Context: an optimization exercise on an open-source flow, tuned for small area and a short achievable clock period. The choices shown serve that exercise and are no tape-out recipe.
RTL that was checked went through simulation tests only; none was proved equivalent to the original.
Power is estimated from default activity; no workload was simulated.

Setup of v46:
Design Tensor_Crossbar_Array_4m4n4k, start of the top module:
module Tensor_Crossbar_Array_4m4n4k(
    input wire clk,
    input wire rst,
    input wire start,
    input wire [15:0] cin_M_0, input wire [15:0] cin_M_1,
    input wire [15:0] cin_M_2, input wire [15:0] cin_M_3,
    input wire [15:0] cin_N_0, input wire [15:0] cin_N_1,
    input wire [15:0] cin_N_2, input wire [15:0] cin_N_3,
    input wire [15:0] cin_K_0, input wire [15:0] cin_K_1,
    input wire [15:0] cin_K_2, input wire [15:0] cin_K_3,
    output wire [15:0] data_out_col_0,
    output wire [15:0] data_out_col_1,
    output wire [15:0] data_out_col_2,
    output wire [15:0] data_out_col_3
);
clock: 5.0 ns
lec_check: 0
cap_margin: 20
core_margin: 2
core_utilization: 60
setup_slack_margin: 2.8
slew_margin: 20
run.sh (not shown) runs the stock make flow with config.mk's settings and CLKGATE_MAP_FILE= SYNTH_SCRIPT=/design/flow/synth_recipe.tcl, a recipe that flattens the netlist after the stock synthesis.
### v46 -> v43
- setting CTS_BUF_LIST to sky130_fd_sc_hd__clkbuf_16 for the first time
- setting CTS_CLUSTER_SIZE to 24 for the first time
- changing SETUP_SLACK_MARGIN from 2.8 to 2.7
- changing CORE_UTILIZATION from 60 to 68
- setting CTS_CLUSTER_DIAMETER to 80 for the first time
==> flow/flow/run.sh (new file) <==
#!/bin/bash
# Standard layout, with the port buffers made from the smallest plain buffer
# (buf_1) instead of the delay buffer buffer_ports picks on its own, and with
# the resizer free to change a cell's footprint when it resizes it.
set -o pipefail
cp standard.sh standard_sh.txt
export BUFFER_PORTS_ARGS="-buffer_cell sky130_fd_sc_hd__buf_1"
bash standard.sh MATCH_CELL_FOOTPRINT=0 finish > standard_flow.log 2>&1
==> flow/standard.sh (new file) <==
#!/bin/bash
# synth_recipe.tcl (not shown) runs the flow's synth.tcl, then flattens the netlist and writes it again
# the make line also repeats each setting of config.mk as NAME=value (left out here)
make -C /OpenROAD-flow-scripts/flow DESIGN_CONFIG=/design/flow/config.mk WORK_HOME=/design/flow/orfs CLKGATE_MAP_FILE= SYNTH_SCRIPT=/design/flow/synth_recipe.tcl "${@:-finish}"
removed: flow/run.sh
- v43 vs v46: number of buffers created by CTS down
- Sort v43 and v46 by sequential share of layout area desc -> top: v43
- v43 against v46: placement row count moved down, clock power moved down, ratio of routed vias to standard cells moved up.
- Against v46, v43 comes in 0.33 points higher on utilization.
- Relative to v46, fmax has gone down in v43.
The inputs of v58 differ from those of v43 as listed below.
- CTS_BUF_LIST changed from sky130_fd_sc_hd__clkbuf_16 to sky130_fd_sc_hd__clkbuf_8
- CTS_CLUSTER_DIAMETER removed (was 80)
- CORE_UTILIZATION changed from 68 to 60
- CTS_CLUSTER_SIZE removed (was 24)
==> flow/run.sh (new file) <==
#!/bin/bash
# synth_recipe.tcl (not shown) runs the flow's synth.tcl, then flattens the netlist and writes it again
# the make line also repeats each setting of config.mk as NAME=value (left out here)
make -C /OpenROAD-flow-scripts/flow DESIGN_CONFIG=/design/flow/config.mk WORK_HOME=/design/flow/orfs CLKGATE_MAP_FILE= SYNTH_SCRIPT=/design/flow/synth_recipe.tcl finish
removed: flow/flow/run.sh
removed: flow/standard.sh
Results
- Multi-input gate area in the final layout: v58 vs v43 — no meaningful difference
- Area of all placed cells without fillers | v58 above v43
- v58 reached the final stage; the timing, DRC and antenna checks on its layout passed.
- Re share of final layout cell area taken by clock buffers and inverters: v43 and v58 aren't equal, and the higher value belongs to v58.
- Where total power is concerned, v43 is better than v58.
- Run comparison: v58 destination of the critical timing path data_out_col_0[10]; v43 destination of the critical timing path data_out_col_0[13]
- For the worst setup slack after placement, v58 came in 160 ps lower than v43 did.
- Sort v43 and v58 by actual transition at the worst max-transition pin, descending, and v43 comes first.
- Relative to v43, clock group power has increased by about 50% in v58.

========
## the previous run
Another version of the RTL of Tensor_Crossbar_Array_4m4n4k (not shown whole).
Size in the first run: about 1,600 cells after synthesis, roughly 370 flip-flops, ~260 I/O pins.
Settings: LEC_CHECK=0, CAP_MARGIN=20, CORE_MARGIN=2, CORE_UTILIZATION=60, SETUP_SLACK_MARGIN=2.8, SLEW_MARGIN=20; clock period 5.0 ns.
Stock flow here: none of the scripts above is used.
The previous run reached the end of the flow, and the finished layout is clean on the timing, DRC and antenna checks.
For the current run, these inputs were changed with respect to the previous run:
Settings: putting ABC_AREA at 1 where nothing was set.
==> notes.md <==
Comparing the current run and the previous run, proportion of layout cells with a drive suffix above 1 is lower on the current run. The current run against the previous run; violation count after the first detailed-routing iteration is down by a few percent. Re final sequential cell count: no difference whatsoever between the current run and the previous run. From the previous run to the current run the numbers moved as follows: count of clock buffers in the final design shrank by 1.7%; final core utilization shrank by 0.44 points; leakage power grew by 9.2%; storage element area held steady; share of total power in the clock network shrank by 1.3 points. From the previous run to the current run the numbers moved as follows: number of multi-input logic gates picked up an extra 318; normalized max-slew margin picked up an extra 5.8 points; number of cells on the critical path picked up an extra 5.
Function was not checked in any run of this note: the RTL went through the layout flow alone.

## afterwards: timing with drivers on the ports
In the flow no input, the clock included, has a driving cell. The finished layouts below were timed again as built, in two steps.
Step 1 assumes that a clkbuf_16 drives the clock port and a buf_2 every other input.
Step 2 times the ports against the registers' clock, not the clock port: input delays grow and output delays shrink by t, the midpoint of the rising clock arrivals with the driver on.
Three values: ideal, step 1, step 2; two values: the first two.
| run | t (ns) | setup slack, ns | worst setup path at the end | latest minus earliest clock arrival (ns) | worst data-port slew with drivers (ns) |
|---|---|---|---|---|---|
| v46 | 0.572 | 2.753 / 2.753 / 2.367 | input to register | 0.013 / 0.014 | 0.06 |
| v43 | 0.582 | 2.720 / 2.669 / 2.466 | input to register | 0.027 / 0.028 | 0.04 |
| v58 | 0.635 | 2.733 / 2.684 / 2.348 | input to register | 0.019 / 0.019 | 0.07 |
| the previous run | 0.579 | 2.646 / 2.646 / 2.524 | input to register | 0.009 / 0.009 | 0.08 |
| the current run | 0.573 | 2.665 / 2.665 / 2.208 | input to register | 0.021 / 0.021 | 0.07 |
After both steps every run listed still meets setup and hold. For the current run, which loses most, drivers alone change the setup slack by 0.000 ns; drivers and shift together by -0.457 ns.
